What follows belongs to an exercise in optimizing a design on an open flow for small area and a short achievable clock period; a production flow would make more cautious choices. At most, simulation tests tie the RTL to the original design; equivalence was not proved. Power figures rest on the tool's default switching activity, not on a simulated workload.

Setup of run A:
// arm16_core
module arm16_core(
    input clk,
    input rst,
    output [15:0] mem_addr,
    input [15:0] mem_rdata,
    input [3:0] dbg_sel,
    output [15:0] dbg,
    output exec
    );
Size: about 590 cells after synthesis, ~150 flip-flops, ~55 I/O pins, ~7900 µm² of cells after synthesis.
==> flow/config.mk <==
export PLATFORM = sky130hd
export DESIGN_NAME = arm16_core
export DESIGN_NICKNAME = arm16_core
export VERILOG_FILES = /design/flow/design.v
export SDC_FILE = /design/flow/constraint.sdc
export NUM_CORES = 4
export LEC_CHECK = 0
export CAP_MARGIN = 20
export CORE_MARGIN = 2
export CORE_UTILIZATION = 40
export CTS_BUF_LIST = sky130_fd_sc_hd__clkbuf_8
export SETUP_SLACK_MARGIN = 3.6
export SLEW_MARGIN = 20
export SYNTH_HIERARCHICAL = 1
==> flow/constraint.sdc <==
create_clock -name core_clock -period 8.5 [get_ports {clk}]
set_input_delay 1.7000 -clock core_clock [delete_from_list [all_inputs] [get_ports {clk}]]
set_output_delay 1.7000 -clock core_clock [all_outputs]
set_load 0.01 [all_outputs]
standard.sh (not shown) runs the stock make flow with config.mk's settings and CLKGATE_MAP_FILE= SYNTH_SCRIPT=/design/flow/synth_recipe.tcl, a recipe that flattens the netlist after the stock synthesis.
==> flow/flow/run.sh <==
#!/bin/bash
# Own layout flow: the standard flow (standard synthesis, ORFS steps), with
#  - port buffers of the smallest buffer cell (every port still gets one),
#  - CTS without dummy clock loads.
# Each ORFS step writes its own log under orfs/logs/; make's output goes to make_finish.log.
set -euo pipefail
cd "$(dirname "$0")/.."
export BUFFER_PORTS_ARGS="-buffer_cell sky130_fd_sc_hd__buf_1"
export CTS_ARGS="-sink_clustering_enable -repair_clock_nets -buf_list sky130_fd_sc_hd__clkbuf_8 -dont_use_dummy_load"
bash standard.sh finish > make_finish.log 2>&1
Input changes introduced in run B (baseline for comparison: run A):
# run A
export LEC_CHECK = 0
export CAP_MARGIN = 20
export CORE_MARGIN = 2
export CORE_UTILIZATION = 40
export CTS_BUF_LIST = sky130_fd_sc_hd__clkbuf_8
export SETUP_SLACK_MARGIN = 3.6
export SLEW_MARGIN = 20
export SYNTH_HIERARCHICAL = 1
create_clock -name core_clock -period 8.5 [get_ports {clk}]
# run B
export LEC_CHECK = 0
export CAP_MARGIN = 20
export CORE_MARGIN = 2
export CORE_UTILIZATION = 40
export CTS_BUF_LIST = sky130_fd_sc_hd__clkbuf_8
export SETUP_SLACK_MARGIN = 3.0
export SLEW_MARGIN = 20
export SYNTH_HIERARCHICAL = 1
create_clock -name core_clock -period 8.5 [get_ports {clk}]
==> run summary <==
Comparing run B against run A, there is no change at all in CTS H-tree depth. In run B relative to run A, maximum frequency had gone down by a few percent. From run A to run B the numbers moved as follows: number of max-cap violations ~0 delta, total number of placement rows held, part of the cycle the worst path needs picked up an extra 4.3 points. Min wire length per cell after detailed routing across run B and run A: run A. Against run A, run B reports a minimum clock period that is higher.
### run B -> run C
# run B
export LEC_CHECK = 0
export CAP_MARGIN = 20
export CORE_MARGIN = 2
export CORE_UTILIZATION = 40
export CTS_BUF_LIST = sky130_fd_sc_hd__clkbuf_8
export SETUP_SLACK_MARGIN = 3.0
export SLEW_MARGIN = 20
export SYNTH_HIERARCHICAL = 1
create_clock -name core_clock -period 8.5 [get_ports {clk}]
# run C
export LEC_CHECK = 0
export CAP_MARGIN = 20
export CORE_MARGIN = 2
export CORE_UTILIZATION = 40
export CTS_BUF_LIST = sky130_fd_sc_hd__clkbuf_8
export SETUP_SLACK_MARGIN = 4.3
export SLEW_MARGIN = 20
export SYNTH_HIERARCHICAL = 1
create_clock -name core_clock -period 8.5 [get_ports {clk}]
Findings:
Each of the runs, namely run B and run C, reached the end of the flow and came out clean.
Sort run B and run C by multi-input combinational cell area, ascending, and run B comes first.
The internal power of the cells of run C was inferior to that of run B.
Compared with run B, run C shows a higher wire length.
Run B -> run C: final hold violation count delta 0, exact match
Setup changes, run C to run D
==> flow/run.sh (new file) <==
#!/bin/bash
# synth_recipe.tcl (not shown) runs the flow's synth.tcl, then flattens the netlist and writes it again
# the make line also repeats each setting of config.mk as NAME=value (left out here)
make -C /OpenROAD-flow-scripts/flow DESIGN_CONFIG=/design/flow/config.mk WORK_HOME=/design/flow/orfs CLKGATE_MAP_FILE= SYNTH_SCRIPT=/design/flow/synth_recipe.tcl finish
removed: flow/flow/run.sh
removed: flow/standard.sh
--- outcome ---
Run D finished every step from synthesis to the final layout, and the layout passed the timing, DRC and antenna checks.
Of the two candidates, run C has the better total chip power and run D the worse one.
On run D: via count is 226 higher than what run C gave.
Re remaining antenna violation count after routing: no difference whatsoever between run D and run C.
Compared with run C, run D shows leakage power that has gone up by more than 10%.
Diff run D and run C: total net switching power higher in run D
Run D ended with less area used by multi-input combinational logic than run C.
Clock network fraction of design power was lower in the run labelled run C.
Cmp run D and run C / design area / higher: run D
Minimum clock period: run D vs run C up 0.098 ns
Global routing usage summed across all routing layers came out higher on run D than on run C.
Run D ended up with a higher fraction of the cycle the final worst path needs than run C did.


arm16_core, a different RTL version from the one above (not shown whole).
Size in the first run: roughly 680 cells after synthesis, roughly 170 flip-flops, ~55 I/O pins, ~8500 µm² of cells after synthesis.
export LEC_CHECK = 0
export CAP_MARGIN = 20
export CORE_MARGIN = 2
export CORE_UTILIZATION = 55
export CTS_BUF_LIST = sky130_fd_sc_hd__clkbuf_8
export PLACE_DENSITY = 0.75
export SETUP_SLACK_MARGIN = 3.9
export SLEW_MARGIN = 20
export SYNTH_HIERARCHICAL = 1
create_clock -name core_clock -period 8.5 [get_ports {clk}]
==> flow/flow/run.sh <==
#!/bin/bash
# Own layout flow: the standard flow (standard synthesis, ORFS steps), with
#  - port buffers of the smallest buffer cell (every port still gets one),
#  - CTS without dummy clock loads.
# Each ORFS step writes its own log under orfs/logs/; make's output goes to make_finish.log.
set -euo pipefail
cd "$(dirname "$0")/.."
export BUFFER_PORTS_ARGS="-buffer_cell sky130_fd_sc_hd__buf_1"
export CTS_ARGS="-sink_clustering_enable -repair_clock_nets -buf_list sky130_fd_sc_hd__clkbuf_8 -dont_use_dummy_load"
bash standard.sh finish > make_finish.log 2>&1
Then changed:
Settings changed: PLACE_DENSITY 0.75 to not set.
Wire length grows by a few percent.
Synthesized cell count is unchanged.
Total power barely changes.
Sequential share of layout area hardly moves.
Then changed:
Settings changed: CORE_UTILIZATION 55 to 40.
Effect: Combinational power came out higher by a few percent. Sequential share of layout area came out lower by 1.7 points. Power came out higher slightly.
No functional check of the RTL was part of any run of this note.

[what the ideal ports hide]
No port has a modelled driver above. Below, the same layouts with a new extraction and two added sets of constraints.
Step 1 (the two cells are an assumption about what drives the block):
set clk [get_ports {clk}]
set_driving_cell -lib_cell sky130_fd_sc_hd__clkbuf_16 $clk
set_driving_cell -lib_cell sky130_fd_sc_hd__buf_2 [delete_from_list [all_inputs] $clk]
Step 2 also shifts input and output timing later by t, the mid clock arrival at the registers, as if the neighbouring blocks saw the same clock.
Slacks: no drivers / after step 1 / after step 2; pairs: no drivers / after step 1.
run | shift t [ns] | setup WS [ns] | worst slew at a driven data input, ns
run A | 0.483 | 3.591 / 3.560 / 3.560 | 0.03
run B | 0.487 | 3.222 / 3.222 / 3.222 | 0.03
run C | 0.497 | 3.939 / 3.788 / 3.788 | 0.16
run D | 0.502 | 3.841 / 3.718 / 3.718 | 0.16
the first run of note 2 | 0.493 | 3.877 / 3.777 / 3.777 | 0.14
the second run of note 2 | 0.489 | 3.892 / 3.813 / 3.813 | 0.09
the third run of note 2 | 0.496 | 3.841 / 3.734 / 3.734 | 0.18
After both steps setup and hold are still met in every run listed. For run C, which loses most, drivers alone change the setup slack by -0.151 ns; drivers and shift together by -0.151 ns.
